What follows belongs to an exercise in optimizing a design on an open flow for small area, a short achievable clock period and few clock cycles; a production flow would make more cautious choices. Where RTL was checked, it was by simulation tests only, not by an equivalence proof against the original. Only the layout flow was run in runs 5 to 8; the RTL was not checked for function there. No activity file was given, so power comes from the tool's default toggle rates.

**flow/config.mk**
```make
export PLATFORM = sky130hd
export DESIGN_NAME = gaussian_pyramid
export DESIGN_NICKNAME = gaussian_pyramid
export VERILOG_FILES = /design/flow/design.v
export SDC_FILE = /design/flow/constraint.sdc
export NUM_CORES = 8
export LEC_CHECK = 0
export CAP_MARGIN = 20
export CORE_MARGIN = 2
export CORE_UTILIZATION = 60
export SLEW_MARGIN = 20
export SYNTH_MEMORY_MAX_BITS = 16384
```
**flow/constraint.sdc**
```tcl
create_clock -name core_clock -period 10.0 [get_ports {clk_in}]
set_input_delay 2.0000 -clock core_clock [delete_from_list [all_inputs] [get_ports {clk_in}]]
set_output_delay 2.0000 -clock core_clock [all_outputs]
set_load 0.01 [all_outputs]
```
**flow/design.v**
```verilog
`timescale 1ns / 1ps
`default_nettype none
module blur_unit #(
    parameter W = 16,
    parameter FREE = 0
) (
    input wire clk_in,
    input wire rst_in,
    input wire in_v,
    input wire [7:0] in_d,
    input wire [2*$clog2(W)-1:0] in_addr,  
    output logic out_v,
    output logic [7:0] out_d,
    output logic [2*$clog2(W)-1:0] out_addr,
    output logic sub_v  
);
    localparam XW = $clog2(W);
    wire [XW-1:0] ix = in_addr[XW-1:0];
    wire [XW-1:0] iy = in_addr[2*XW-1:XW];
    logic [XW-1:0] fx;
    logic flushing;
    wire tok = in_v | flushing;
    logic [7:0] lb1 [0:W-1];
    logic [7:0] lb2 [0:W-1];
    always_ff @(posedge clk_in) begin
        if (FREE || tok) begin
            lb1[0] <= in_d;
            lb2[0] <= (iy == 0) ? in_d : lb1[W-1];
            for (int k = 1; k < W; k++) begin
                lb1[k] <= lb1[k-1];
                lb2[k] <= lb2[k-1];
            end
        end
    end
    wire [7:0] mid = lb1[W-1];
    wire [7:0] top = lb2[W-1];
    wire [7:0] bot = flushing ? mid : in_d;
    wire [9:0] vsum = {2'b00, top} + {1'b0, mid, 1'b0} + {2'b00, bot};
    wire vtok = (in_v && iy != 0) || flushing;
    wire [XW-1:0] vxn = flushing ? fx : ix;
    logic [9:0] vr;
    logic vv, vx0, vxl;
    always_ff @(posedge clk_in) begin
        vr <= vsum;
        vx0 <= vxn == 0;
        vxl <= vxn == W-1;
        if (rst_in) begin
            fx <= 0;
            flushing <= 0;
            vv <= 0;
        end else begin
            vv <= vtok;
            if (in_v && ix == W-1 && iy == W-1) flushing <= 1;
            if (flushing) begin
                fx <= fx + 1'b1;
                if (fx == W-1) flushing <= 0;
            end
        end
    end
    logic [9:0] ha, hb;
    logic pend;
    wire [9:0] tc = pend ? hb : vr;
    wire [11:0] hsum = {2'b00, ha} + {1'b0, hb, 1'b0} + {2'b00, tc};
    wire htok = (vv && !vx0) || pend;
    wire [2*XW-1:0] next_addr = out_addr + out_v;
    always_ff @(posedge clk_in) begin
        if (FREE || vv) begin
            ha <= vx0 ? vr : hb;
            hb <= vr;
        end
        out_d <= hsum[11:4];
        if (rst_in) begin
            pend <= 0;
            out_v <= 0;
            sub_v <= 0;
            out_addr <= 0;
        end else begin
            pend <= vv && vxl;
            out_v <= htok;
            sub_v <= htok && !next_addr[0] && !next_addr[XW];
            out_addr <= next_addr;
        end
    end
endmodule
`default_nettype wire
`timescale 1ns / 1ps
`default_nettype none
module gaussian_pyramid #(
                    parameter BIT_DEPTH = 8,
                    parameter TOP_WIDTH = 16,
                    parameter TOP_HEIGHT = 16
                    ) (
                    input wire clk_in,
                    input wire rst_in,
                    output logic [$clog2(TOP_WIDTH * TOP_HEIGHT)-1:0] ext_read_addr,
                    output logic ext_read_addr_valid,
                    input wire [BIT_DEPTH-1:0] ext_pixel_in,
                    output logic [$clog2(TOP_WIDTH * TOP_HEIGHT)-1:0] O1L1_write_addr,
                    output logic O1L1_write_valid,
                    output logic [BIT_DEPTH-1:0] O1L1_pixel_out,
                    output logic [$clog2(TOP_WIDTH * TOP_HEIGHT)-1:0] O1L2_write_addr,
                    output logic O1L2_write_valid,
                    output logic [BIT_DEPTH-1:0] O1L2_pixel_out,
                    output logic [$clog2(TOP_WIDTH * TOP_HEIGHT)-1:0] O1L3_write_addr,
                    output logic O1L3_write_valid,
                    output logic [BIT_DEPTH-1:0] O1L3_pixel_out,
                    output logic [$clog2(TOP_WIDTH / 2 * TOP_HEIGHT / 2)-1:0] O2L1_write_addr,
                    output logic O2L1_write_valid,
                    output logic [BIT_DEPTH-1:0] O2L1_pixel_out,
                    output logic [$clog2(TOP_WIDTH / 2 * TOP_HEIGHT / 2)-1:0] O2L2_write_addr,
                    output logic O2L2_write_valid,
                    output logic [BIT_DEPTH-1:0] O2L2_pixel_out,
                    output logic [$clog2(TOP_WIDTH / 2 * TOP_HEIGHT / 2)-1:0] O2L3_write_addr,
                    output logic O2L3_write_valid,
                    output logic [BIT_DEPTH-1:0] O2L3_pixel_out,
                    output logic [$clog2(TOP_WIDTH / 4 * TOP_HEIGHT / 4)-1:0] O3L1_write_addr,
                    output logic O3L1_write_valid,
                    output logic [BIT_DEPTH-1:0] O3L1_pixel_out,
                    output logic [$clog2(TOP_WIDTH / 4 * TOP_HEIGHT / 4)-1:0] O3L2_write_addr,
                    output logic O3L2_write_valid,
                    output logic [BIT_DEPTH-1:0] O3L2_pixel_out,
                    output logic [$clog2(TOP_WIDTH / 4 * TOP_HEIGHT / 4)-1:0] O3L3_write_addr,
                    output logic O3L3_write_valid,
                    output logic [BIT_DEPTH-1:0] O3L3_pixel_out,
                    input wire start_in,
                    output logic pyramid_done
                    );
    logic rd_v1, rd_v2;
    always_ff @(posedge clk_in) begin
        if (rst_in) begin
            ext_read_addr_valid <= 0;
            ext_read_addr <= 0;
            rd_v1 <= 0;
            rd_v2 <= 0;
            O1L1_write_valid <= 0;
            O1L1_write_addr <= 0;
        end else begin
            if (start_in) ext_read_addr_valid <= 1;
            else if (ext_read_addr == 8'hff) ext_read_addr_valid <= 0;
            ext_read_addr <= ext_read_addr + ext_read_addr_valid;
            rd_v1 <= ext_read_addr_valid;
            rd_v2 <= rd_v1;
            O1L1_write_valid <= rd_v2;
            O1L1_write_addr <= O1L1_write_addr + O1L1_write_valid;
        end
        O1L1_pixel_out <= ext_pixel_in;
    end
    logic o1_sub, o1l2_sub, o2_sub, o2l2_sub, o3l2_sub, o3l3_sub;
    blur_unit #(.W(16), .FREE(1)) b1 (
        .clk_in(clk_in), .rst_in(rst_in),
        .in_v(O1L1_write_valid), .in_d(O1L1_pixel_out), .in_addr(O1L1_write_addr),
        .out_v(O1L2_write_valid), .out_d(O1L2_pixel_out), .out_addr(O1L2_write_addr),
        .sub_v(o1l2_sub));
    blur_unit #(.W(16), .FREE(1)) b2 (
        .clk_in(clk_in), .rst_in(rst_in),
        .in_v(O1L2_write_valid), .in_d(O1L2_pixel_out), .in_addr(O1L2_write_addr),
        .out_v(O1L3_write_valid), .out_d(O1L3_pixel_out), .out_addr(O1L3_write_addr),
        .sub_v(o1_sub));
    assign O2L1_write_valid = o1_sub;
    assign O2L1_pixel_out = O1L3_pixel_out;
    assign O2L1_write_addr = {O1L3_write_addr[7:5], O1L3_write_addr[3:1]};
    blur_unit #(.W(8), .FREE(0)) b3 (
        .clk_in(clk_in), .rst_in(rst_in),
        .in_v(o1_sub), .in_d(O1L3_pixel_out), .in_addr(O2L1_write_addr),
        .out_v(O2L2_write_valid), .out_d(O2L2_pixel_out), .out_addr(O2L2_write_addr),
        .sub_v(o2l2_sub));
    blur_unit #(.W(8), .FREE(0)) b4 (
        .clk_in(clk_in), .rst_in(rst_in),
        .in_v(O2L2_write_valid), .in_d(O2L2_pixel_out), .in_addr(O2L2_write_addr),
        .out_v(O2L3_write_valid), .out_d(O2L3_pixel_out), .out_addr(O2L3_write_addr),
        .sub_v(o2_sub));
    assign O3L1_write_valid = o2_sub;
    assign O3L1_pixel_out = O2L3_pixel_out;
    assign O3L1_write_addr = {O2L3_write_addr[5:4], O2L3_write_addr[2:1]};
    blur_unit #(.W(4), .FREE(0)) b5 (
        .clk_in(clk_in), .rst_in(rst_in),
        .in_v(o2_sub), .in_d(O2L3_pixel_out), .in_addr(O3L1_write_addr),
        .out_v(O3L2_write_valid), .out_d(O3L2_pixel_out), .out_addr(O3L2_write_addr),
        .sub_v(o3l2_sub));
    blur_unit #(.W(4), .FREE(0)) b6 (
        .clk_in(clk_in), .rst_in(rst_in),
        .in_v(O3L2_write_valid), .in_d(O3L2_pixel_out), .in_addr(O3L2_write_addr),
        .out_v(O3L3_write_valid), .out_d(O3L3_pixel_out), .out_addr(O3L3_write_addr),
        .sub_v(o3l3_sub));
    always_ff @(posedge clk_in) begin
        if (rst_in) pyramid_done <= 0;
        else pyramid_done <= O3L3_write_valid && O3L3_write_addr == 4'hf;
    end
endmodule
`default_nettype wire
```
**flow/flow/run.sh**
```bash
#!/bin/bash
set -euo pipefail
bash standard.sh SETUP_SLACK_MARGIN=6.75 BUFFER_PORTS_ARGS=-buffer_cell\ sky130_fd_sc_hd__buf_2 CTS_ARGS=-sink_clustering_enable\ -repair_clock_nets\ -dont_use_dummy_load\ -sink_clustering_size\ 40\ -sink_clustering_max_diameter\ 55 finish > standard_flow.log 2>&1
```
**flow/standard.sh**
```bash
#!/bin/bash
# synth_recipe.tcl (not shown) runs the flow's synth.tcl, then flattens the netlist and writes it again
# the make line also repeats each setting of config.mk as NAME=value (left out here)
make -C /OpenROAD-flow-scripts/flow DESIGN_CONFIG=/design/flow/config.mk WORK_HOME=/design/flow/orfs CLKGATE_MAP_FILE= SYNTH_SCRIPT=/design/flow/synth_recipe.tcl "${@:-finish}"
```
==> results.cfg, run 1 <==
[worst_setup_path]
slowest_delay_ns = 0.44
cp_data_arrival_time_ns = 1.19
cp_max_fo = 4
critPathKind = reg2out
startpoint_type = flip-flop
required_ns = 8.00
worstPathCellList = buf_2
worstSetupEndpointType = output port
crit_slowest_cell = dfxtp_1
critical-path-top-delay-family = flip-flops
cp_num_buf_inv = 1

[cells_and_area]
n_antenna_cell = 0
drive_gt1_frac = 0.202
final_cell_mix = dfxtp_1 (694), edfxtp_1 (464), mux2_2 (190)
finalNetCount = 2880
final_core_util = 0.663
syn2layout_area_growth_pct = 9.18
mostFrequentLayoutCell = dfxtp_1

[synth]
synth-main-ff-cell = dfxtp_1
netlist_area_um2 = 40000
syn_inst = 2456
synth-seq-cells = 1245
yosys_warnings = 10
synth_seq_area_share = 0.740
synth_fp_nets = 2701
ys_async_sr_fraction = 0
synth_cell_type_count = 54
synth_edf_count = 464
synth_area_per_cell_um2 = 16.3

[clocking]
clk_pin_slew_ns = 0.11
cts_sinks = 1245
cts_max_level = 3
cts_tree = done
hold_buffers = 0
numCtsBuffers = 75
cts_root_buf = clkbuf_16
clock_latency_ns = 0.65
clk_path_buf_depth = 3

[pwr]
p_leak_nw = 16.9
report.power.total_w = 0.0126
p_per_area_nw_per_um2 = 289
vdd_drop_max_mv = 0.196

[route]
wl_per_cell_um = 16.9
top_layer_used = met4
viasPerCell = 5.19
dr_wl_met2_um = 27900
routed-via-count = 18200
firstDrtPassIters = 6
wl_met3_um = 2490
drc = 0
ant_nets = 0
wl_met1_um = 27500
drt_iter0_markers = 990
drt_wl_total_um = 59100

[die]
die-width_um = 262
coreArea_um2 = 65900
die_h_um = 262
num_io_pins = 156
placementRows = 94
start_util = 0.607
die_area_um2 = 68700

[timing]
final_hold_viol_count = 0
finalSetupViolCount = 0
fin_crit_ns = 3.19
finClkSkew_ns = 0.0607
slew_headroom = 0.326
drv_slew = 0
fmax_mhz = 313
rsz0062_at_grt = no
finalCritPeriodShare = 0.319
fin_setup_tns_ns = 0
worst_slew_pin_slew_ns = 1.01

[global_route]
grt_antenna_before_repair = 1
grt_pass1_wl_um = 94400
grt_pass1_vias = 18100
grt.overflow.total = 0
grt_start_max_net_pins = 78
gr-usage-all-layers = 0.176

[hold_path]
hold_path.class = reg2reg

[placed_design]
dp_hpwl_um = 39800
finalWeightedCongestion = 0.796
io_buffers = 155

[run]
cap_violations = 0

[status]
status = complete, no violations
==> stage by stage <==
stage / setup WS, ns / hold WS [ns] / area (um^2) / instances
3_5_place_dp: 6.51 / 0.312 / 41600 / 3421
5_1_grt: 6.75 / 0.264 / 43600 / 3497
6_report: 6.81 / 0.263 / 43600 / 3497
3_3_place_gp: 6.55 / 0.310 / 41600 / 3421
2_1_floorplan: 6.96 / 0.310 / 40000 / 2456
4_1_cts: 6.75 / 0.263 / 43600 / 3497
==> per-layer routing <==
layer | vias up | GRT usage
met1 | 8974 | 0.244
met5 | - | 0
li1 | 8831 | -
met3 | 91 | 0.0340
met2 | 264 | 0.286
met4 | 0 | 0.0483
==> timing repair <==
action,CTS,global route
pin swaps,0,0
buffers inserted,1,0
resized for setup,80,42
endpoints found under the setup margin,98,51
==> synthesized netlist by cell type (3+ instances only) <==
cell type	n	share of area
dfxtp_1	781	0.39
edfxtp_1	464	0.35
mux2_2	190	0.054
nor2_1	152	0.014
ha_1	132	0.041
fa_1	102	0.051
inv_1	78	0.0073
a21oi_1	69	0.0086
xor2_1	64	0.014
xnor2_1	51	0.011
nand2_1	45	0.0042
o21ai_0	39	0.0049
clkbuf_1	30	0.0028
nand3_1	28	0.0035
buf_4	26	0.0049
mux2i_1	26	0.0065
nor2b_1	21	0.0033
nand4_1	20	0.0031
o21bai_1	15	0.0028
o21a_1	14	0.0026
a21o_1	13	0.0024
nor3_1	13	0.0016
o31ai_1	10	0.0019
a21boi_0	7	0.0013
and3_1	6	0.00094
buf_1	5	0.00047
o22ai_1	5	0.00078
and2_1	4	0.00063
or2_2	4	0.00063
nor3_2	3	0.00075
or3_1	3	0.00047
or4_1	3	0.00056
==> cell families after synthesis <==
kind of cell / synth area share
flip-flops: 0.740
AND/OR/NAND/NOR: 0.0370
adder cells (fa/ha/maj): 0.0924
multiplexers: 0.0600
AO/OA/AOI/OAI: 0.0303
buffers and inverters: 0.0155
XOR/XNOR: 0.0252
==> area by class of cell <==
cell class	count	area, um^2
timing repair buffer	163	848
tap	864	1080
clock buffer	75	1880
fill	4592	22200
sequential	1245	29800
multi-input combinational	1072	9800
inverter	78	293
==> sequential cells by signal (all words and copies together) (netlist names), 32 cells and up <==
register / cells
b2.lb1: 128
b3.lb2: 64
b1.lb2: 128
b6.lb1: 32
b5.lb1: 32
b2.lb2: 128
b5.lb2: 32
b6.lb2: 32
b4.lb1: 64
b3.lb1: 64
b1.lb1: 128
b4.lb2: 64
==> report_power, final <==
part,switching (W),internal (W),total (W)
combinational,0.00156,0.00149,0.00305
sequential,0.000496,0.00629,0.00679
clock,0.00146,0.00133,0.00279
total,0.00352,0.00911,0.0126
==> final timing paths <==
kind | endpoint | start | slack, ns | cells after the start
setup / recovery | O2L2_pixel_out[3] | b3.out_d[3] | 6.81 | 1
hold / removal | b2.lb2[2][0] | b2.lb2[1][0] | 0.26 | 0
setup reg to reg | b6.out_d[5] | b6.pend | 6.91 | 8
hold reg to reg | b2.lb2[2][0] | b2.lb2[1][0] | 0.26 | 0
Testbench counts, summed over its fixed seeds: cycles 7,392.
==> run 2: changes to the inputs <==
==> flow/flow/run.sh (replaced) <==
#!/bin/bash
set -euo pipefail
bash standard.sh SETUP_SLACK_MARGIN=6.75 BUFFER_PORTS_ARGS=-buffer_cell\ sky130_fd_sc_hd__buf_2 CTS_ARGS=-sink_clustering_enable\ -repair_clock_nets\ -dont_use_dummy_load\ -sink_clustering_size\ 30\ -sink_clustering_max_diameter\ 60\ -tree_buf\ sky130_fd_sc_hd__clkbuf_8 finish > standard_flow.log 2>&1
==> results.cfg, run 2 <==
[status]
status = complete, no violations

[clocking]
hold_buffers = 0
clk_pin_slew_ns = 0.10
postCtsSetupRepairBufs = 0
cts_max_level = 3
cts_sinks = 1245
clk_path_buf_depth = 3
cts_tree = done
numCtsBuffers = 67
cts_root_buf = clkbuf_16
clock_latency_ns = 0.62

[cells_and_area]
drive_gt1_frac = 0.199
n_antenna_cell = 0
syn2layout_area_growth_pct = 8.67
final_cell_mix = dfxtp_1 (693), edfxtp_1 (464), mux2_2 (190)
finalNetCount = 2871
mostFrequentLayoutCell = dfxtp_1

[synth]
netlist_area_um2 = 40000
syn_inst = 2456
synth-main-ff-cell = dfxtp_1
synth_area_per_cell_um2 = 16.3
yosys_warnings = 10
synth-seq-cells = 1245
synth.area.top_cells = dfxtp_1 (39%), edfxtp_1 (35%), mux2_2 (5.4%)
synthTopCellsByCount = dfxtp_1 (781), edfxtp_1 (464), mux2_2 (190), nor2_1 (152), ha_1 (132)
ys_async_sr_fraction = 0
netlist.area_leader.share = 0.391
synth_seq_area_share = 0.740
synth.most_common_cell = dfxtp_1
synth_cell_type_count = 54
synth_area_leader_cell = dfxtp_1
synth_fp_nets = 2701
synth_edf_count = 464

[worst_setup_path]
cp_data_arrival_time_ns = 1.19
worstPathCellList = buf_4
slowest_delay_ns = 0.43
worstSetupStartpoint = b4.out_d[4]
cp_num_buf_inv = 1
critPathKind = reg2out
worstSetupEndpointType = output port
startpoint_type = flip-flop
crit_slowest_cell = dfxtp_4
critical-path-top-delay-family = flip-flops
cp_max_fo = 5
worstReg2RegStart = b6.pend
required_ns = 8.00

[placed_design]
dp_hpwl_um = 39800
finalWeightedCongestion = 0.796
io_buffers = 155

[timing]
whs_ns = 0.283
drv_slew = 0
fmax_mhz = 314
finClkSkew_ns = 0.0600
finalSetupViolCount = 0
rsz0062_at_grt = no
finalCritPeriodShare = 0.319
worst_slew_pin_slew_ns = 1.02
final_hold_viol_count = 0
fin_crit_ns = 3.19
slew_headroom = 0.319
fin_setup_tns_ns = 0

[route]
firstDrtPassIters = 4
drt_iter0_markers = 1021
viasPerCell = 5.18
routed-via-count = 18100
drt_wl_total_um = 58800
wl_per_cell_um = 16.9
ant_nets = 0
drc = 0

[global_route]
grt_antenna_before_repair = 1
gr-usage-all-layers = 0.175
grt_start_max_net_pins = 78
grt_pass1_vias = 18100
grt_pass1_wl_um = 94100
grt.overflow.total = 0

[hold_path]
worstHoldStart = b2.lb2[13][0]
hold_path.class = reg2reg

[die]
die_area_um2 = 68700
num_io_pins = 156
start_util = 0.607
die_h_um = 262
die-width_um = 262
placementRows = 94
coreArea_um2 = 65900

[pwr]
p_leak_nw = 16.8
vdd_drop_max_mv = 0.200
p_per_area_nw_per_um2 = 287

[run]
cap_violations = 0
[run 2: path summary, 6_finish.rpt]
| check | to | slack [ns] | cells past startpoint |
|---|---|---|---|
| setup / recovery | O3L1_pixel_out[4] | 6.81 | 1 |
| hold / removal | b2.lb2[14][0] | 0.28 | 0 |
| setup reg to reg | b6.out_d[5] | 6.92 | 8 |
| hold reg to reg | b2.lb2[14][0] | 0.28 | 0 |
[run 2: cell type report]
cell class                      instances  area (um^2)
Multi-Input combinational cell       1072         9800
Tap cell                              864         1080
Sequential cell                      1245        29800
Fill cell                            4619        22400
Inverter                               78          293
Timing Repair Buffer                  162          841
Clock buffer                           67         1680
[run 2: kinds of logic (layout without fill, tap and decap cells)]
family / Yosys count / count (layout) / share of synthesized area
buf+inv: 139 / 307 / 0.0155
flops: 1245 / 1245 / 0.740
xor+xnor: 115 / 115 / 0.0252
compound gates: 192 / 192 / 0.0303
fa+ha+maj: 234 / 234 / 0.0924
mux: 216 / 216 / 0.0600
simple gates: 315 / 315 / 0.0370
[run 2: power by group]
group          total [W]  internal (W)  switching, W  leakage [nW]
registers        0.00678       0.00629      0.000492          10.7
logic            0.00305       0.00149       0.00156          5.21
clock network    0.00262       0.00120       0.00143         0.826
[run 2: through the flow]
stage	power (W)	instance area, um^2	util	setup slack, ns	instances
floorplan	0.00907	40000	-	6.96	2456
global placement	0.00991	41600	0.631	6.55	3421
detailed placement	0.00999	41600	0.631	6.51	3421
CTS	0.0127	43400	0.658	6.75	3488
global route	0.0133	43400	0.660	6.75	3488
finish	0.0125	43400	0.660	6.81	3488
[run 2: worst register-to-register path: cells and delay by family (launching register included)]
kind	cells	cell delay [ns]
AOI/OAI and AO/OA	3	0.84
adders and majority gates	2	0.77
DFF	1	0.64
muxes	1	0.42
and+or+nand+nor	1	0.22
xor gates and xnor gates	1	0.13
[run 2: timing repair]
action | CTS | global route
gates resized for setup | 83 | 40
endpoints found under the hold margin | 0 | 0
pin swaps | 0 | 0
cloned | 0 | 0
endpoints found under the setup margin | 100 | 48
[run 2: per-layer routing]
metal  track usage  part of all wire  vias to the layer above
li1              -                 -                     8809
met1         0.243              0.47                     8923
met2         0.285              0.47                      250
met3        0.0329             0.039                       98
met4        0.0493             0.025                        0
met5             0                 0                        -
==> run 3: changes to the inputs <==
==> flow/flow/run.sh (replaced) <==
#!/bin/bash
set -euo pipefail
bash standard.sh SETUP_SLACK_MARGIN=6.75 BUFFER_PORTS_ARGS=-buffer_cell\ sky130_fd_sc_hd__buf_2 CTS_ARGS=-sink_clustering_enable\ -repair_clock_nets\ -dont_use_dummy_load\ -sink_clustering_size\ 30\ -sink_clustering_max_diameter\ 60 finish > standard_flow.log 2>&1
--- a/flow/config.mk
+++ b/flow/config.mk
@@ -7,6 +7,6 @@
 export LEC_CHECK = 0
 export CAP_MARGIN = 20
 export CORE_MARGIN = 2
-export CORE_UTILIZATION = 60
+export CORE_UTILIZATION = 65
 export SLEW_MARGIN = 20
 export SYNTH_MEMORY_MAX_BITS = 16384
==> results.cfg, run 3 <==
[synth]
synth-main-ff-cell = dfxtp_1
synth.area.top_cells = dfxtp_1 (39%), edfxtp_1 (35%), mux2_2 (5.4%)
synth_area_leader_cell = dfxtp_1
ys_async_sr_fraction = 0
synthSimpleGateAreaFrac = 0.0370
syn_inst = 2456
synth_fp_nets = 2701
netlist_area_um2 = 40000
synth_seq_area_share = 0.740
synth_compound_area_frac = 0.0303
synthMuxAreaShare = 0.0600
yosys_warnings = 10
synth_xor_area_frac = 0.0252
synth.most_common_cell = dfxtp_1
synth_area_per_cell_um2 = 16.3
synth_cell_type_count = 54
synth-seq-cells = 1245
synth_top_family_by_area = adder cells
synth_edf_count = 464
netlist.area_leader.share = 0.391
synthAdderAreaFrac = 0.0924
synthTopCellsByCount = dfxtp_1 (781), edfxtp_1 (464), mux2_2 (190), nor2_1 (152), ha_1 (132)

[route]
ant_nets = 0
dr_wl_met2_um = 28900
routed-via-count = 18200
wl_met1_um = 27700
wl_per_cell_um = 17.7
viasPerCell = 5.34
drc = 0
top_layer_used = met4
wl_met3_um = 2360
drt_iter0_markers = 937
firstDrtPassIters = 5
drt_wl_total_um = 60100

[worst_setup_path]
crit_slowest_cell = dfxtp_4
slowest_delay_ns = 0.44
worstSetupEndpointType = output port
worstPathCellList = buf_6
critical-path-top-delay-family = flip-flops
cp_max_fo = 5
critPathKind = reg2out
startpoint_type = flip-flop
cp_data_arrival_time_ns = 1.21
required_ns = 8.00
cp_num_buf_inv = 1

[global_route]
grt_pass1_vias = 18300
grt_antenna_before_repair = 1
gr-usage-all-layers = 0.192
grt.overflow.total = 0
grt_start_max_net_pins = 98
grt_pass1_wl_um = 96200

[die]
num_io_pins = 156
die-width_um = 252
placementRows = 90
die_h_um = 252
die_area_um2 = 63500
coreArea_um2 = 60600
start_util = 0.660

[pwr]
p_per_area_nw_per_um2 = 284
pwr-share-comb = 0.255
power.net_switching_w = 0.00349
p_int_w = 0.00883
clkPwrFrac = 0.194
p_leak_nw = 16.7
report.power.total_w = 0.0123
vdd_drop_max_mv = 0.234
seqPwrFrac = 0.551
sw_frac_of_total = 0.283

[clocking]
clk_pin_slew_ns = 0.10
cts_sinks = 1245
numCtsBuffers = 56
cts_max_level = 2
hold_buffers = 0
clk_path_buf_depth = 3
clock_latency_ns = 0.65
cts_tree = done
cts_root_buf = clkbuf_16

[run]
cap_violations = 0

[timing]
finalCritPeriodShare = 0.321
worst_slew_pin_slew_ns = 1.02
whs_ns = 0.315
finalSetupViolCount = 0
fin_setup_tns_ns = 0
final_hold_viol_count = 0
finClkSkew_ns = 0.0725
fmax_mhz = 312
slew_headroom = 0.314
drv_slew = 0
fin_crit_ns = 3.21
rsz0062_at_grt = yes

[placed_design]
dpl_cell_area_um2 = 41500
dp_hpwl_um = 39800
io_buffers = 155
finalWeightedCongestion = 0.790

[hold_path]
hold_path.class = reg2reg

[cells_and_area]
mostFrequentLayoutCell = dfxtp_1
finalNetCount = 2870
final_cell_mix = dfxtp_1 (683), edfxtp_1 (464), mux2_2 (190)
drive_gt1_frac = 0.202
syn2layout_area_growth_pct = 8.31
fillers = 3932
multi_input_area_um2 = 9800
fin_area_um2 = 43300
ff_latch_area_um2 = 29800
n_antenna_cell = 0

[status]
status = complete, no violations
run 3: cell counts after synthesis:
No cell type changed its count.
run 3: kinds of logic after synthesis:
logic type,count (synthesis)
AND/OR/NAND/NOR,315
buffers and inverters,139
AO/OA/AOI/OAI,192
multiplexers,216
XOR/XNOR,115
adder cells (fa/ha/maj),234
flip-flops,1245
run 3: what timing repair did:
action	4_1_cts	5_1_grt
setup endpoints to repair	117	44
buffers inserted	9	2
resized for setup	141	29
run 3: power groups by stage:
stage	logic, W	registers [W]	clock network [W]
after floorplan	0.00239	0.00668	0
after global placement	0.00302	0.00686	0
after detailed placement	0.00307	0.00690	0
after CTS	0.00318	0.00683	0.00247
after global routing	0.00359	0.00690	0.00263
final	0.00314	0.00679	0.00239
run 3: layout make-up:
class,instances,share of cell area
Sequential cell,1245,0.688
Multi-Input combinational cell,1072,0.226
Clock buffer,56,0.0324
Timing Repair Buffer,172,0.0235
Tap cell,782,0.0226
Inverter,78,0.00676
run 3: metal layers:
metal  GRT usage  vias up
met5           0        -
met4      0.0465        0
met3      0.0311       85
met2       0.320      261
met1       0.268     9002
li1            -     8822
run 3: through the flow:
stage	util	worst slack, ns	instances
after floorplan	-	6.96	2456
after global placement	0.684	6.63	3338
after detailed placement	0.684	6.55	3338
after CTS	0.713	6.72	3403
after global routing	0.715	6.74	3405
final	0.715	6.79	3405
run 3: final timing paths:
kind / startpoint / to / slack (ns) / depth (start not counted)
worst min register to register: b2.lb2[9][1] / b2.lb2[10][1] / 0.31 / 0
worst max register to register: b4.pend / b4.out_d[7] / 6.91 / 8
worst max-delay path: b2.out_d[6] / O2L1_pixel_out[6] / 6.79 / 1
worst min-delay path: b2.lb2[9][1] / b2.lb2[10][1] / 0.31 / 0
run 3: worst register-to-register path: stages, from the launching register on:
cell	delay (ns)
dfxtp_1	0.68
mux2_2	0.42
fa_1	0.49
ha_1	0.29
nand2_1	0.06
o31a_1	0.29
o311a_1	0.38
nor3_2	0.27
a21o_1	0.15
==> run 4: changes to the inputs <==
--- a/flow/config.mk
+++ b/flow/config.mk
@@ -7,6 +7,6 @@
 export LEC_CHECK = 0
 export CAP_MARGIN = 20
 export CORE_MARGIN = 2
-export CORE_UTILIZATION = 65
+export CORE_UTILIZATION = 60
 export SLEW_MARGIN = 20
 export SYNTH_MEMORY_MAX_BITS = 16384
==> results.cfg, run 4 <==
[status]
status = complete, no violations

[global_route]
grt.overflow.total = 0
gr-usage-all-layers = 0.175
grt_start_max_net_pins = 78
grt_pass1_wl_um = 94100
grt_antenna_before_repair = 1
grt_pass1_vias = 18100

[worst_setup_path]
regToRegSetupSlack_ns = 6.92
cp.depth = 1
critPathKind = reg2out
startpoint_type = flip-flop
worstSetupEndpointType = output port
reg2reg_to = b6.out_d[5]
critical-path-top-delay-family = flip-flops
slowest_delay_ns = 0.43
cp_num_buf_inv = 1
worstReg2RegStart = b6.pend
worstPathCellList = buf_4
worstSetupStartpoint = b4.out_d[4]
cp-endpoint = O3L1_pixel_out[4]
crit_slowest_cell = dfxtp_4
cp_max_fo = 5
required_ns = 8.00
r2r_cells = 8
cp_data_arrival_time_ns = 1.19

[cells_and_area]
drive_gt1_frac = 0.199
syn2layout_area_growth_pct = 8.67
n_antenna_cell = 0
final_core_util = 0.660
mostFrequentLayoutCell = dfxtp_1
final_cell_mix = dfxtp_1 (693), edfxtp_1 (464), mux2_2 (190)
finalNetCount = 2871

[clocking]
cts_root_buf = clkbuf_16
cts_sinks = 1245
cts_max_level = 3
clock_latency_ns = 0.62
cts_tree = done
clk_path_buf_depth = 3
numCtsBuffers = 67
clk_pin_slew_ns = 0.10
hold_buffers = 0

[route]
wl_per_cell_um = 16.9
drc = 0
viasPerCell = 5.18
ant_nets = 0
firstDrtPassIters = 4
drt_wl_total_um = 58800
drt_iter0_markers = 1021
routed-via-count = 18100

[timing]
final_hold_viol_count = 0
finalSetupViolCount = 0
finClkSkew_ns = 0.0600
finalCritPeriodShare = 0.319
worst_slew_pin_slew_ns = 1.02
fmax_mhz = 314
fin_setup_tns_ns = 0
fin_crit_ns = 3.19
slew_headroom = 0.319
rsz0062_at_grt = no
drv_slew = 0

[pwr]
power.net_switching_w = 0.00348
seqPwrFrac = 0.545
clkPwrFrac = 0.211
p_int_w = 0.00898
p_per_area_nw_per_um2 = 287
pwr-share-comb = 0.245
vdd_drop_max_mv = 0.200
p_leak_nw = 16.8
sw_frac_of_total = 0.279

[synth]
synth.most_common_cell = dfxtp_1
syn_inst = 2456
netlist.area_leader.share = 0.391
synth-main-ff-cell = dfxtp_1
synth_seq_area_share = 0.740
synth.area.top_cells = dfxtp_1 (39%), edfxtp_1 (35%), mux2_2 (5.4%)
netlist_area_um2 = 40000
synth-seq-cells = 1245
yosys_warnings = 10
synth_edf_count = 464
synth_cell_type_count = 54
ys_async_sr_fraction = 0
synth_area_leader_cell = dfxtp_1
synth_area_per_cell_um2 = 16.3
synth_fp_nets = 2701
synthTopCellsByCount = dfxtp_1 (781), edfxtp_1 (464), mux2_2 (190), nor2_1 (152), ha_1 (132)

[hold_path]
hold_path.class = reg2reg

[die]
num_io_pins = 156
start_util = 0.607
die-width_um = 262
placementRows = 94
die_h_um = 262
die_area_um2 = 68700
coreArea_um2 = 65900

[placed_design]
dp_hpwl_um = 39800
io_buffers = 155
finalWeightedCongestion = 0.796

[run]
cap_violations = 0
[run 4: cell types whose count changed in the layout (fill, tap and decap cells not counted), sizes merged]
cell,delta
clkbuf,+13
buf,-12
[run 4: what timing repair did]
action,4_1_cts,5_1_grt
buffers inserted,0,0
cloned,0,0
setup endpoints to repair,100,48
gates resized for setup,83,40
[run 4: power groups by stage]
stage | sequential [W] | clock [W] | combinational, W
finish | 0.00678 | 0.00262 | 0.00305
global route | 0.00691 | 0.00288 | 0.00350
CTS | 0.00683 | 0.00272 | 0.00311
detailed placement | 0.00690 | 0 | 0.00308
global placement | 0.00688 | 0 | 0.00303
floorplan | 0.00668 | 0 | 0.00239
[run 4: through the flow]
step	hold slack (ns)	area, um^2	std cells	worst slack (ns)	total power [W]
finish	0.283	43400	3488	6.81	0.0125
global route	0.290	43400	3488	6.75	0.0133
CTS	0.285	43400	3488	6.75	0.0127
detailed placement	0.312	41600	3421	6.51	0.00999
global placement	0.310	41600	3421	6.55	0.00991
floorplan	0.310	40000	2456	6.96	0.00907
[run 4: layout make-up]
type	instances	area, um^2
flip-flops and latches	1245	29800
fillers	4619	22400
multi-input cells	1072	9800
clock buffers	67	1680
well taps	864	1080
repair buffers	162	841
inverters	78	293
[run 4: how the worst min path moves through the flow]
stage | cells after the start | slack (ns) | end | start
floorplan | 0 | 0.31 | b1.lb1[10][0] | b1.lb1[9][0]
global placement | 0 | 0.31 | b2.lb2[2][1] | b2.lb2[1][1]
detailed placement | 0 | 0.31 | b1.lb1[2][5] | b1.lb1[1][5]
CTS | 0 | 0.28 | b2.lb2[14][0] | b2.lb2[13][0]
global route | 0 | 0.29 | b1.lb2[6][2] | b1.lb2[5][2]
finish | 0 | 0.28 | b2.lb2[14][0] | b2.lb2[13][0]
[run 4: metal layers]
layer  vias to the layer above  wire length, um  GRT usage
met3                        98             2280     0.0329
met2                       250            27500      0.285
li1                       8809                -          -
met5                         -                0          0
met4                         0             1440     0.0493
met1                      8923            27500      0.243
[run 4: logic make-up (layout without fill, tap and decap cells)]
group / count (synthesis) / after routing / synth area share
buffers and inverters: 139 / 307 / 0.0155
XOR/XNOR: 115 / 115 / 0.0252
adder cells (fa/ha/maj): 234 / 234 / 0.0924
AO/OA/AOI/OAI: 192 / 192 / 0.0303
multiplexers: 216 / 216 / 0.0600
flip-flops: 1245 / 1245 / 0.740
AND/OR/NAND/NOR: 315 / 315 / 0.0370
==> run 5: changes to the inputs <==
--- a/flow/design.v
+++ b/flow/design.v
@@ -21,35 +21,29 @@
     logic flushing;
     wire tok = in_v | flushing;
     logic [7:0] lb1 [0:W-1];
-    logic [7:0] lb2 [0:W-1];
+    logic [7:0] lb2 [0:W-2];
+    logic [9:0] p;
     always_ff @(posedge clk_in) begin
         if (FREE || tok) begin
             lb1[0] <= in_d;
             lb2[0] <= (iy == 0) ? in_d : lb1[W-1];
-            for (int k = 1; k < W; k++) begin
-                lb1[k] <= lb1[k-1];
-                lb2[k] <= lb2[k-1];
-            end
+            for (int k = 1; k < W; k++) lb1[k] <= lb1[k-1];
+            for (int k = 1; k < W-1; k++) lb2[k] <= lb2[k-1];
+            p <= {2'b00, lb2[W-2]} + {1'b0, lb1[W-2], 1'b0};
         end
     end
     wire [7:0] mid = lb1[W-1];
-    wire [7:0] top = lb2[W-1];
     wire [7:0] bot = flushing ? mid : in_d;
-    wire [9:0] vsum = {2'b00, top} + {1'b0, mid, 1'b0} + {2'b00, bot};
+    wire [9:0] v = p + {2'b00, bot};
     wire vtok = (in_v && iy != 0) || flushing;
-    wire [XW-1:0] vxn = flushing ? fx : ix;
-    logic [9:0] vr;
-    logic vv, vx0, vxl;
+    wire [XW-1:0] vx = flushing ? fx : ix;
+    wire vx0 = vx == 0;
+    wire vxl = vx == W-1;
     always_ff @(posedge clk_in) begin
-        vr <= vsum;
-        vx0 <= vxn == 0;
-        vxl <= vxn == W-1;
         if (rst_in) begin
             fx <= 0;
             flushing <= 0;
-            vv <= 0;
         end else begin
-            vv <= vtok;
             if (in_v && ix == W-1 && iy == W-1) flushing <= 1;
             if (flushing) begin
                 fx <= fx + 1'b1;
@@ -57,16 +51,17 @@
             end
         end
     end
-    logic [9:0] ha, hb;
+    logic [11:0] q;
+    logic [9:0] hb;
     logic pend;
-    wire [9:0] tc = pend ? hb : vr;
-    wire [11:0] hsum = {2'b00, ha} + {1'b0, hb, 1'b0} + {2'b00, tc};
-    wire htok = (vv && !vx0) || pend;
+    wire [9:0] tc = pend ? 10'd0 : v;
+    wire [11:0] hsum = q + {2'b00, tc};
+    wire htok = (vtok && !vx0) || pend;
     wire [2*XW-1:0] next_addr = out_addr + out_v;
     always_ff @(posedge clk_in) begin
-        if (FREE || vv) begin
-            ha <= vx0 ? vr : hb;
-            hb <= vr;
+        if (FREE || vtok) begin
+            q <= (vx0 ? 12'd0 : {2'b00, hb}) + {1'b0, v, 1'b0} + ((vx0 || vxl) ? {2'b00, v} : 12'd0);
+            hb <= v;
         end
         out_d <= hsum[11:4];
         if (rst_in) begin
@@ -75,7 +70,7 @@
             sub_v <= 0;
             out_addr <= 0;
         end else begin
-            pend <= vv && vxl;
+            pend <= vtok && vxl;
             out_v <= htok;
             sub_v <= htok && !next_addr[0] && !next_addr[XW];
             out_addr <= next_addr;
==> flow/flow/run.sh (replaced) <==
#!/bin/bash
set -euo pipefail
bash standard.sh SETUP_SLACK_MARGIN=7 BUFFER_PORTS_ARGS=-buffer_cell\ sky130_fd_sc_hd__buf_2 CTS_ARGS=-sink_clustering_enable\ -repair_clock_nets\ -dont_use_dummy_load\ -sink_clustering_size\ 30\ -sink_clustering_max_diameter\ 60 finish > standard_flow.log 2>&1
==> results.cfg, run 5 <==
[status]
status = complete, no violations

[worst_setup_path]
worstPathCellList = mux2_4 > ha_4 > inv_2 > fa_2 > nor2b_1 > o21ai_1 > nand2_1 > xnor2_2 > nor2_1 > fa_1 > ha_1 > nand2_2 > o21ai_2 > or4_4 > a2111o_1 > o311ai_1
cp_max_fo = 5
required_ns = 10.41
critPathKind = reg2reg
startpoint_type = flip-flop
worstSetupEndpointType = flip-flop
cp_num_buf_inv = 1
cp_data_arrival_time_ns = 4.56
crit_slowest_cell = fa_1
critical-path-top-delay-family = adder cells
slowest_delay_ns = 0.45

[timing]
fmax_mhz = 240
finalCritPeriodShare = 0.416
fin_crit_ns = 4.16
rsz0062_at_grt = yes
worst_slew_pin_slew_ns = 1.04
finalSetupViolCount = 0
final_hold_viol_count = 0
fin_setup_tns_ns = 0
slew_headroom = 0.304
drv_slew = 0
finClkSkew_ns = 0.0846
setup_ws_ns = 5.84

[global_route]
grt_pass1_vias = 24200
grt.overflow.total = 0
gr-usage-all-layers = 0.210
grt_pass1_wl_um = 124000
grt_antenna_before_repair = 0
grt_start_max_net_pins = 93

[synth]
synth-main-ff-cell = dfxtp_1
netlist_area_um2 = 42900
yosys_warnings = 10
synth.most_common_cell = dfxtp_1
synth_area_leader_cell = edfxtp_1
synth_cell_type_count = 76
synthTopCellsByCount = dfxtp_1 (711), edfxtp_1 (480), nor2_1 (270), ha_1 (238), inv_1 (198)
netlist.area_leader.share = 0.336
synth_fp_nets = 3444
syn_inst = 3123
ys_async_sr_fraction = 0
synth-seq-cells = 1191
synth.area.top_cells = edfxtp_1 (34%), dfxtp_1 (33%), ha_1 (6.9%)
synth_area_per_cell_um2 = 13.7
synth_seq_area_share = 0.667
synth_edf_count = 480

[route]
drc = 0
drt_wl_total_um = 78700
routed-via-count = 23800
firstDrtPassIters = 5
wl_per_cell_um = 17.6
drt_iter0_markers = 1178
viasPerCell = 5.31
ant_nets = 0

[clocking]
clk_pin_slew_ns = 0.10
hold_buffers = 0
cts_max_level = 3
cts_sinks = 1191
cts_root_buf = clkbuf_16
numCtsBuffers = 70
clock_latency_ns = 0.65
clk_path_buf_depth = 3
cts_tree = done

[die]
die-width_um = 272
die_area_um2 = 73700
placementRows = 98
die_h_um = 272
start_util = 0.604
coreArea_um2 = 71100
num_io_pins = 156

[cells_and_area]
fillers = 4523
ff_latch_area_um2 = 29000
mostFrequentLayoutCell = dfxtp_1
reg.largest.list = b1.lb1: 128 flops, b2.lb1: 128 flops
syn2layout_area_growth_pct = 21.1
drive_gt1_frac = 0.325
finalNetCount = 3853
final_cell_mix = dfxtp_1 (588), edfxtp_1 (480), nor2_1 (232)
multi_input_area_um2 = 15800
n_antenna_cell = 0
layout.cells.non_filler = 4480

[placed_design]
dp_hpwl_um = 49500
io_buffers = 155
dp_cells = 4172
finalWeightedCongestion = 0.823
place_ws_ns = 5.27

[pwr]
p_per_area_nw_per_um2 = 378
vdd_drop_max_mv = 0.724
p_leak_nw = 20.7

[hold_path]
hold_path.class = reg2reg

[run]
cap_violations = 0
run 5: changes by cell type after synthesis, moves of 64 or more:
cell / previous run / this run
xnor2_1: 51 / 115
nor2_1: 152 / 270
ha_1: 132 / 238
mux2_2: 190 / 101
nand2_1: 45 / 110
dfxtp_1: 781 / 711
inv_1: 78 / 198
run 5: repair_timing:
item,4_1_cts,5_1_grt
buffers inserted,170,68
pin swaps,165,196
gates resized for setup,460,257
endpoints found under the setup margin,262,251
run 5: kinds of logic (layout without fill, tap and decap cells):
kind of cell / count (synthesis) / in the layout / share of synthesized area
flip-flops: 1191 / 1191 / 0.667
XOR/XNOR: 175 / 175 / 0.0357
AND/OR/NAND/NOR: 724 / 724 / 0.0829
AO/OA/AOI/OAI: 330 / 330 / 0.0527
buffers and inverters: 265 / 672 / 0.0257
multiplexers: 128 / 128 / 0.0329
adder cells (fa/ha/maj): 310 / 310 / 0.103
run 5: cell type report:
type | count | share of cell area
Sequential cell | 1191 | 0.558
Clock buffer | 70 | 0.0337
Multi-Input combinational cell | 1667 | 0.304
Inverter | 198 | 0.0143
Tap cell | 950 | 0.0229
Timing Repair Buffer | 404 | 0.0676
run 5: final timing paths:
check | slack, ns | cells after the start | startpoint | endpoint
setup / recovery | 5.84 | 16 | b5.flushing | b5.q[10]
hold / removal | 0.30 | 0 | b2.lb1[9][3] | b2.lb1[10][3]
setup reg to reg | 5.84 | 16 | b5.flushing | b5.q[10]
hold reg to reg | 0.30 | 0 | b2.lb1[9][3] | b2.lb1[10][3]
run 5: metal layers:
layer / routed length, um / track usage / vias up / share of wire
met5: 0 / 0 / - / 0
met4: 1870 / 0.0584 / 0 / 0.024
met3: 2480 / 0.0299 / 133 / 0.032
met2: 38200 / 0.350 / 355 / 0.49
met1: 36100 / 0.290 / 11800 / 0.46
li1: - / - / 11500 / -
run 5: where the power goes:
| part | total, W | internal [W] | switching, W | leakage [nW] |
|---|---|---|---|---|
| clock network | 0.00268 | 0.00125 | 0.00143 | 0.863 |
| logic | 0.0104 | 0.00544 | 0.00497 | 9.52 |
| registers | 0.00657 | 0.00618 | 0.000389 | 10.3 |
run 5: through the flow:
| stage | hold WS, ns | cell area [um^2] | util | power [W] |
|---|---|---|---|---|
| finish | 0.299 | 52000 | 0.731 | 0.0197 |
| global route | 0.296 | 52000 | 0.731 | 0.0210 |
| CTS | 0.297 | 50300 | 0.707 | 0.0182 |
| detailed placement | 0.312 | 45600 | 0.641 | 0.0142 |
| global placement | 0.310 | 45600 | 0.641 | 0.0139 |
| floorplan | 0.310 | 44000 | - | 0.0126 |
==> run 6: changes to the inputs <==
--- a/flow/design.v
+++ b/flow/design.v
@@ -51,16 +51,15 @@
             end
         end
     end
-    logic [11:0] q;
-    logic [9:0] hb;
+    logic [9:0] ha, hb;
     logic pend;
-    wire [9:0] tc = pend ? 10'd0 : v;
-    wire [11:0] hsum = q + {2'b00, tc};
+    wire [9:0] tc = pend ? hb : v;
+    wire [11:0] hsum = {2'b00, ha} + {1'b0, hb, 1'b0} + {2'b00, tc};
     wire htok = (vtok && !vx0) || pend;
     wire [2*XW-1:0] next_addr = out_addr + out_v;
     always_ff @(posedge clk_in) begin
         if (FREE || vtok) begin
-            q <= (vx0 ? 12'd0 : {2'b00, hb}) + {1'b0, v, 1'b0} + ((vx0 || vxl) ? {2'b00, v} : 12'd0);
+            ha <= vx0 ? v : hb;
             hb <= v;
         end
         out_d <= hsum[11:4];
==> results.cfg, run 6 <==
[worst_setup_path]
required_ns = 10.48
worstPathCellList = mux2_4 > ha_4 > inv_2 > fa_2 > nor2b_2 > o21ai_2 > a21boi_2 > o21ai_2 > nor3b_4 > o31a_1 > fa_1 > inv_2 > ha_4 > and3_4 > a221o_1 > a21oi_2 > o21bai_1 > xor2_1
cp_max_fo = 5
startpoint_type = flip-flop
cp_data_arrival_time_ns = 4.36
slowest_delay_ns = 0.50
cp_num_buf_inv = 2
worstSetupEndpointType = flip-flop
critical-path-top-delay-family = compound AO/OA/AOI/OAI gates
critPathKind = reg2reg
crit_slowest_cell = fa_1

[route]
drc = 0
wl_per_cell_um = 17.1
ant_nets = 0
viasPerCell = 5.21
drt_wl_total_um = 69000
routed-via-count = 21000
drt_iter0_markers = 1316
firstDrtPassIters = 5

[die]
num_io_pins = 156
die_h_um = 264
start_util = 0.605
die_area_um2 = 69500
placementRows = 95
coreArea_um2 = 66900
die-width_um = 264

[synth]
synth-main-ff-cell = dfxtp_1
synth_compound_area_frac = 0.0490
yosys_warnings = 10
synth_xor_area_frac = 0.0301
synth_area_leader_cell = edfxtp_1
synthAdderAreaFrac = 0.0846
synth_cell_type_count = 61
netlist_area_um2 = 40500
synth_edf_count = 472
netlist.area_leader.share = 0.350
synth.most_common_cell = dfxtp_1
synthTopCellsByCount = dfxtp_1 (707), edfxtp_1 (472), inv_1 (256), ha_1 (168), nor2_1 (159)
synthSimpleGateAreaFrac = 0.0533
syn_inst = 2821
synth-seq-cells = 1179
synth_fp_nets = 3066
synthMuxAreaShare = 0.0499
synth.area.top_cells = edfxtp_1 (35%), dfxtp_1 (35%), ha_1 (5.2%)
synth_area_per_cell_um2 = 14.3
synth_top_family_by_area = adder cells
synth_seq_area_share = 0.700
ys_async_sr_fraction = 0

[status]
status = complete, no violations

[timing]
drv_slew = 0
fmax_mhz = 258
worst_slew_pin_slew_ns = 1.01
fin_crit_ns = 3.88
slew_headroom = 0.328
fin_setup_tns_ns = 0
finalSetupViolCount = 0
final_hold_viol_count = 0
finClkSkew_ns = 0.0723
rsz0062_at_grt = yes
finalCritPeriodShare = 0.388

[cells_and_area]
mostFrequentLayoutCell = dfxtp_1
syn2layout_area_growth_pct = 18.8
reg.largest.list = b1.lb1: 128 flops, b2.lb1: 128 flops
drive_gt1_frac = 0.290
finalNetCount = 3413
final_core_util = 0.718
layout.cells.non_filler = 4040
final_cell_mix = dfxtp_1 (588), edfxtp_1 (472), inv_1 (236)
fillers = 4356

[clocking]
numCtsBuffers = 66
cts_tree = done
cts_max_level = 3
clock_latency_ns = 0.64
cts_root_buf = clkbuf_16
cts_sinks = 1179
clk_path_buf_depth = 3
hold_buffers = 0
clk_pin_slew_ns = 0.11

[pwr]
p_leak_nw = 19.0
p_per_area_nw_per_um2 = 316
vdd_drop_max_mv = 0.278

[run]
cap_violations = 0

[global_route]
grt_pass1_wl_um = 111000
grt_pass1_vias = 21400
grt_antenna_before_repair = 1
grt.overflow.total = 0
grt_start_max_net_pins = 83
gr-usage-all-layers = 0.199

[hold_path]
hold_path.class = reg2reg

[placed_design]
dp_cells = 3790
io_buffers = 155
dp_hpwl_um = 43500
finalWeightedCongestion = 0.816
## run 6: cell types whose count changed in the layout (fill, tap and decap cells not counted), moves of 19 or more
cell,delta
buf_4,-30
o21ai_0,+29
inv_2,-21
mux2_2,+21
nor2_1,-87
inv_1,+79
ha_1,-59
xnor2_1,-19
nor2b_1,-22
and2_1,-36
buf_6,-21
mux2i_1,+40
## run 6: cell type report
class	count	area [um^2]	share of cell area
Timing Repair Buffer	347	3020	0.0628
Clock buffer	66	1650	0.0344
Tap cell	873	1090	0.0227
Sequential cell	1179	28700	0.597
Antenna cell	1	2.50	0.0000521
Inverter	256	961	0.0200
Multi-Input combinational cell	1318	12600	0.263
## run 6: worst paths after layout
path              cells past startpoint             to  slack [ns]     startpoint
setup / recovery                     18    b5.out_d[5]        6.12    b5.flushing
setup reg to reg                     18    b5.out_d[5]        6.12    b5.flushing
hold / removal                        0  b1.lb2[13][1]        0.28  b1.lb2[12][1]
hold reg to reg                       0  b1.lb2[13][1]        0.28  b1.lb2[12][1]
## run 6: per-layer routing
metal,part of all wire,vias up,global-route usage
li1,-,10300,-
met1,0.47,10300,0.282
met2,0.48,313,0.327
met3,0.033,97,0.0313
met4,0.021,0,0.0476
met5,0,-,0
## run 6: worst reg2reg max path: stages (launching register included)
cell      delay [ns]
dfxtp_4         0.39
mux2_4          0.22
ha_4            0.14
inv_2           0.04
fa_2            0.35
nor2b_2         0.14
o21ai_2         0.08
a21boi_2        0.17
o21ai_2         0.09
nor3b_4         0.16
o31a_1          0.25
fa_1            0.50
inv_2           0.05
ha_4            0.21
and3_4          0.16
a221o_1         0.35
a21oi_2         0.18
o21bai_1        0.12
xor2_1          0.15
## run 6: kinds of logic after synthesis
group	count (synthesis)
fa+ha+maj	234
buf+inv	324
flops	1179
xor+xnor	139
simple gates	452
mux	186
compound gates	307
## run 6: stage by stage
stage                     worst slack (ns)  cell area [um^2]  power, W  hold WS (ns)
after global placement                5.60             42700    0.0109         0.310
after global routing                  5.96             48000    0.0162         0.278
after floorplan                       6.08             41200   0.00995         0.310
after detailed placement              5.49             42700    0.0111         0.312
after CTS                             6.09             47100    0.0147         0.281
final                                 6.12             48000    0.0152         0.276
## run 6: power by group
group | total (W) | switching (W) | internal (W)
clock network | 0.00257 | 0.00139 | 0.00118
registers | 0.00638 | 0.000409 | 0.00597
logic | 0.00622 | 0.00295 | 0.00327
total | 0.0152 | 0.00475 | 0.0104
## run 6: what timing repair did
action,4_1_cts,5_1_grt
resized for setup,419,133
setup buffers,143,40
endpoints found under the setup margin,196,195
pin swaps,99,73
==> run 7: changes to the inputs <==
--- a/flow/design.v
+++ b/flow/design.v
@@ -53,8 +53,9 @@
     end
     logic [9:0] ha, hb;
     logic pend;
-    wire [9:0] tc = pend ? hb : v;
-    wire [11:0] hsum = {2'b00, ha} + {1'b0, hb, 1'b0} + {2'b00, tc};
+    wire [9:0] t3 = pend ? hb : p;
+    wire [7:0] t4 = pend ? 8'd0 : bot;
+    wire [11:0] hsum = {2'b00, ha} + {1'b0, hb, 1'b0} + {2'b00, t3} + {4'b0000, t4};
     wire htok = (vtok && !vx0) || pend;
     wire [2*XW-1:0] next_addr = out_addr + out_v;
     always_ff @(posedge clk_in) begin
==> results.cfg, run 7 <==
[status]
status = complete, no violations

[timing]
worst_slew_pin_slew_ns = 0.961
fmax_mhz = 296
fin_crit_ns = 3.38
slew_headroom = 0.359
drv_slew = 0
fin_setup_tns_ns = 0
finalSetupViolCount = 0
rsz0062_at_grt = yes
finalCritPeriodShare = 0.338
finClkSkew_ns = 0.0680
final_hold_viol_count = 0

[placed_design]
dp_hpwl_um = 47200
dpl_cell_area_um2 = 43700
finalWeightedCongestion = 0.809
io_buffers = 155

[cells_and_area]
ff_latch_area_um2 = 28700
final_cell_mix = dfxtp_1 (581), edfxtp_1 (472), mux2_2 (169)
finalNetCount = 3447
n_antenna_cell = 0
syn2layout_area_growth_pct = 17.4
fin_area_um2 = 48800
mostFrequentLayoutCell = dfxtp_1
fillers = 4525
drive_gt1_frac = 0.290
multi_input_area_um2 = 13400
reg.largest.list = b1.lb1: 128 flops, b2.lb1: 128 flops

[clocking]
cts_root_buf = clkbuf_16
cts_sinks = 1179
cts_tree = done
clk_pin_slew_ns = 0.11
cts_max_level = 3
clk_path_buf_depth = 3
clock_latency_ns = 0.63
numCtsBuffers = 67

[synth]
syn_inst = 2796
netlist.area_leader.share = 0.341
ys_async_sr_fraction = 0
yosys_warnings = 10
synth-seq-cells = 1179
synth_area_per_cell_um2 = 14.9
synth.area.top_cells = edfxtp_1 (34%), dfxtp_1 (34%), ha_1 (5.8%)
synth_area_leader_cell = edfxtp_1
synth_seq_area_share = 0.682
netlist_area_um2 = 41500
synth_cell_type_count = 77
synth.most_common_cell = dfxtp_1
synth-main-ff-cell = dfxtp_1
synth_fp_nets = 3101
synth_edf_count = 472
synthTopCellsByCount = dfxtp_1 (707), edfxtp_1 (472), mux2_2 (196), ha_1 (192), nor2_1 (163)

[die]
num_io_pins = 156
die-width_um = 267
placementRows = 96
start_util = 0.606
die_area_um2 = 71300
coreArea_um2 = 68600
die_h_um = 267

[global_route]
grt_pass1_wl_um = 116000
grt_pass1_vias = 22200
gr-usage-all-layers = 0.207
grt.overflow.total = 0
grt_start_max_net_pins = 78
grt_antenna_before_repair = 0

[pwr]
pwr-share-comb = 0.377
seqPwrFrac = 0.442
clkPwrFrac = 0.181
report.power.total_w = 0.0143
vdd_drop_max_mv = 0.230
p_int_w = 0.0100
sw_frac_of_total = 0.299
p_leak_nw = 19.1
p_per_area_nw_per_um2 = 294
power.net_switching_w = 0.00428

[hold_path]
hold_path.class = reg2reg

[run]
cap_violations = 0

[worst_setup_path]
critPathKind = reg2reg
cp_data_arrival_time_ns = 3.90
startpoint_type = flip-flop
cp_max_fo = 7
worstSetupEndpointType = flip-flop
required_ns = 10.52

[route]
drc = 0
ant_nets = 0
viasPerCell = 5.25
wl_per_cell_um = 17.9
firstDrtPassIters = 5
drt_wl_total_um = 72900
drt_iter0_markers = 954
routed-via-count = 21400
==> run 7: cell types whose count changed in the layout (fill, tap and decap cells not counted), moves of 34 or more <==
cell     previous run  this run
ha_4               59        23
mux2_2            109       169
fa_1               60        94
mux2i_1            56         9
inv_1             236       129
xnor2_1            65       100
buf_2              54        15
ha_1              100       167
buf_6             129       165
==> run 7: cells by family (layout without fill, tap and decap cells) <==
family / Yosys count / after routing / share of synthesized area
XOR/XNOR: 152 / 152 / 0.0321
buffers and inverters: 212 / 556 / 0.0223
AO/OA/AOI/OAI: 294 / 294 / 0.0463
adder cells (fa/ha/maj): 294 / 294 / 0.107
flip-flops: 1179 / 1179 / 0.682
multiplexers: 210 / 210 / 0.0565
AND/OR/NAND/NOR: 455 / 455 / 0.0539
==> run 7: final cells by class <==
type	instances	area share
Tap cell	931	0.0239
Multi-Input combinational cell	1405	0.275
Clock buffer	67	0.0344
Inverter	141	0.0109
Sequential cell	1179	0.589
Timing Repair Buffer	348	0.0670
==> run 7: final timing paths <==
kind	cells after the start	to	start	slack, ns
min reg2reg	0	b2.lb2[13][7]	b2.lb2[12][7]	0.29
max	13	b2.out_d[6]	b2.flushing	6.62
max reg2reg	13	b2.out_d[6]	b2.flushing	6.62
min	0	b2.lb2[13][7]	b2.lb2[12][7]	0.29
==> run 7: repair_timing <==
item,in CTS,in global routing
buffers inserted,142,42
pin swaps,55,56
setup endpoints to repair,206,196
hold buffers,0,0
gates resized for setup,439,90
==> run 7: power groups by stage <==
stage                     combinational, W  sequential, W  clock [W]
after floorplan                    0.00317        0.00625          0
after global placement             0.00388        0.00639          0
after detailed placement           0.00397        0.00641          0
after CTS                          0.00490        0.00635    0.00267
after global routing               0.00597        0.00642    0.00284
final                              0.00541        0.00633    0.00259
==> run 7: critical path: stages (launching register included) <==
cell	delay, ns
dfxtp_4	0.45
buf_12	0.12
mux2_4	0.30
nor2b_1	0.15
fa_1	0.53
inv_1	0.06
fa_1	0.52
inv_1	0.06
ha_4	0.26
a21oi_1	0.15
nor2_1	0.07
o31a_1	0.31
nor2_1	0.15
xnor2_1	0.13
==> run 7: layer usage <==
| layer | vias up | track usage | wire length (um) |
|---|---|---|---|
| li1 | 10400 | - | - |
| met3 | 109 | 0.0337 | 2340 |
| met1 | 10600 | 0.272 | 32400 |
| met2 | 267 | 0.360 | 36600 |
| met4 | 0 | 0.0533 | 1540 |
| met5 | - | 0 | 0 |
==> run 7: per-stage QoR <==
| stage | setup slack (ns) | hold WS, ns | utilization | std cells |
|---|---|---|---|---|
| after global routing | 6.52 | 0.281 | 0.711 | 4071 |
| after detailed placement | 5.95 | 0.312 | 0.637 | 3820 |
| after floorplan | 6.65 | 0.310 | - | 2796 |
| after CTS | 6.67 | 0.281 | 0.700 | 4029 |
| final | 6.62 | 0.290 | 0.711 | 4071 |
| after global placement | 6.05 | 0.310 | 0.637 | 3820 |
==> run 8: changes to the inputs <==
==> flow/flow/run.sh (replaced) <==
#!/bin/bash
set -euo pipefail
bash standard.sh SETUP_SLACK_MARGIN=6.75 BUFFER_PORTS_ARGS=-buffer_cell\ sky130_fd_sc_hd__buf_2 CTS_ARGS=-sink_clustering_enable\ -repair_clock_nets\ -dont_use_dummy_load\ -sink_clustering_size\ 30\ -sink_clustering_max_diameter\ 60 finish > standard_flow.log 2>&1
==> results.cfg, run 8 <==
[route]
drt_wl_total_um = 69300
viasPerCell = 5.26
drc = 0
firstDrtPassIters = 6
ant_nets = 0
routed-via-count = 20800
drt_iter0_markers = 1032
wl_per_cell_um = 17.5

[timing]
rsz0062_at_grt = yes
drv_slew = 0
slew_headroom = 0.318
finClkSkew_ns = 0.0732
fin_setup_tns_ns = 0
worst_slew_pin_slew_ns = 1.02
finalSetupViolCount = 0
fin_crit_ns = 3.47
final_hold_viol_count = 0
setup_ws_ns = 6.53
finalCritPeriodShare = 0.347
fmax_mhz = 288

[worst_setup_path]
required_ns = 10.44
cpMostUsedCell = fa_1
critical-path-top-delay-family = adder cells
crit_slowest_cell = fa_1
cp_max_fo = 5
worstPathCellList = mux2_4 > nor2b_4 > fa_1 > fa_1 > ha_4 > a21oi_2 > nor2b_1 > or3_4 > o31ai_4 > o21ai_2 > o311a_1
slowest_delay_ns = 0.56
startpoint_type = flip-flop
critPathKind = reg2reg
cp_num_buf_inv = 0
worstSetupEndpointType = flip-flop
cp_data_arrival_time_ns = 3.92

[cells_and_area]
final_cell_mix = dfxtp_1 (623), edfxtp_1 (472), mux2_2 (169), ha_1 (169), nor2_1 (157)
drive_gt1_frac = 0.235
syn2layout_area_growth_pct = 11.8
mostFrequentLayoutCell = dfxtp_1
finalNetCount = 3329
layout.cells.non_filler = 3953
n_antenna_cell = 0
reg.largest.list = b1.lb1: 128 flops, b2.lb1: 128 flops

[die]
placementRows = 96
num_io_pins = 156
die_area_um2 = 71300
start_util = 0.606
die_h_um = 267
die-width_um = 267
coreArea_um2 = 68600

[pwr]
p_per_area_nw_per_um2 = 289
vdd_drop_max_mv = 0.232
p_leak_nw = 18.2

[clocking]
clk_path_buf_depth = 3
cts_tree = done
clock_latency_ns = 0.64
cts_sinks = 1179
cts_max_level = 3
cts_root_buf = clkbuf_16
numCtsBuffers = 68
clk_pin_slew_ns = 0.10

[synth]
synth_seq_area_share = 0.682
netlist.area_leader.share = 0.341
netlist_area_um2 = 41500
synth.area.top_cells = edfxtp_1 (34%), dfxtp_1 (34%), ha_1 (5.8%)
synth-main-ff-cell = dfxtp_1
synth_area_leader_cell = edfxtp_1
syn_inst = 2796
synth-seq-cells = 1179
synth_edf_count = 472
synth_cell_type_count = 77
synth_area_per_cell_um2 = 14.9
synthTopCellsByCount = dfxtp_1 (707), edfxtp_1 (472), mux2_2 (196), ha_1 (192), nor2_1 (163)
ys_async_sr_fraction = 0
synth_fp_nets = 3101
synth.most_common_cell = dfxtp_1
yosys_warnings = 10

[run]
cap_violations = 0

[status]
status = complete, no violations

[global_route]
gr-usage-all-layers = 0.197
grt_antenna_before_repair = 0
grt.overflow.total = 0
grt_start_max_net_pins = 86
grt_pass1_wl_um = 111000
met2_usage = 0.341
grt_pass1_vias = 21700
globalRouteMet3Util = 0.0354
use_met1 = 0.253
busiest_layer = met2

[placed_design]
dp_hpwl_um = 46100
finalWeightedCongestion = 0.807
place_ws_ns = 5.98
io_buffers = 155
dp_cells = 3820

[hold_path]
hold_path.class = reg2reg
run 8: kinds of logic after synthesis:
family,after synthesis,synth area share
DFF,1179,0.682
and+or+nand+nor,455,0.0539
AOI/OAI and AO/OA,294,0.0463
adders and majority gates,294,0.107
buffers and inverters,212,0.0223
muxes,210,0.0565
xor gates and xnor gates,152,0.0321
run 8: final cells by class:
| type | count | area (um^2) |
|---|---|---|
| well taps | 931 | 1160 |
| multi-input cells | 1405 | 13100 |
| clock buffers | 68 | 1700 |
| repair buffers | 229 | 1390 |
| fillers | 4842 | 22200 |
| flip-flops and latches | 1179 | 28500 |
| inverters | 141 | 529 |
run 8: stage by stage:
stage	util	hold slack, ns	area [um^2]	total power (W)
after floorplan	-	0.310	41800	0.00922
after global placement	0.633	0.309	43400	0.0101
after detailed placement	0.633	0.312	43400	0.0102
after CTS	0.669	0.273	45900	0.0132
after global routing	0.677	0.270	46400	0.0143
final	0.677	0.276	46400	0.0134
run 8: what timing repair did:
item,4_1_cts,5_1_grt
gates resized for setup,179,84
endpoints found under the setup margin,138,49
pin swaps,43,66
setup buffers,35,30
hold buffers,0,0
run 8: metal layers:
layer / up-vias / part of all wire / routed length, um
met5: - / 0 / 0
met4: 0 / 0.029 / 2010
met3: 108 / 0.037 / 2570
met2: 299 / 0.50 / 34500
met1: 10300 / 0.44 / 30200
li1: 10100 / - / -
run 8: final timing paths:
check	slack (ns)	startpoint	to	cells after the start
worst max-delay path	6.53	b3.flushing	b3.out_d[7]	11
worst min-delay path	0.28	b1.lb2[14][0]	b1.p[0]	0
worst max register to register	6.53	b3.flushing	b3.out_d[7]	11
worst min register to register	0.28	b1.lb2[14][0]	b1.p[0]	0
run 8: power breakdown:
group	leakage (nW)	switching (W)	internal [W]	total [W]
clock	0.838	0.00140	0.00121	0.00261
combinational	7.14	0.00225	0.00224	0.00449
sequential	10.2	0.000397	0.00592	0.00631

separate check: timing with driven ports:
The results above use ideal ports. As a check the final layouts listed here were re-extracted and re-timed, cells and wires unchanged.
Step 1, drivers: a clkbuf_16 drives clk_in and a buf_2 each remaining input, both assumed.
Step 2 also shifts input and output timing later by t, the mid clock arrival at the registers, as if the neighbouring blocks saw the same clock.
Three values: no drivers, after step 1, after step 2; two values: the first two.
run | shift t [ns] | setup WS [ns] | worst setup path at the end
run 1 | 0.671 | 6.809 / 6.745 / 6.447 | input to register
run 2 | 0.656 | 6.812 / 6.749 / 6.476 | input to register
run 3 | 0.673 | 6.791 / 6.731 / 6.567 | input to register
run 4 | 0.656 | 6.812 / 6.749 / 6.476 | input to register
run 5 | 0.678 | 5.841 / 5.841 / 5.841 | register to register
run 6 | 0.656 | 6.124 / 6.124 / 6.124 | register to register
run 7 | 0.664 | 6.622 / 6.622 / 6.512 | input to register
run 8 | 0.662 | 6.526 / 6.526 / 6.363 | input to register
After both steps every run listed still meets setup and hold. For run 1, which loses most, drivers alone change the setup slack by -0.064 ns; drivers and shift together by -0.362 ns.
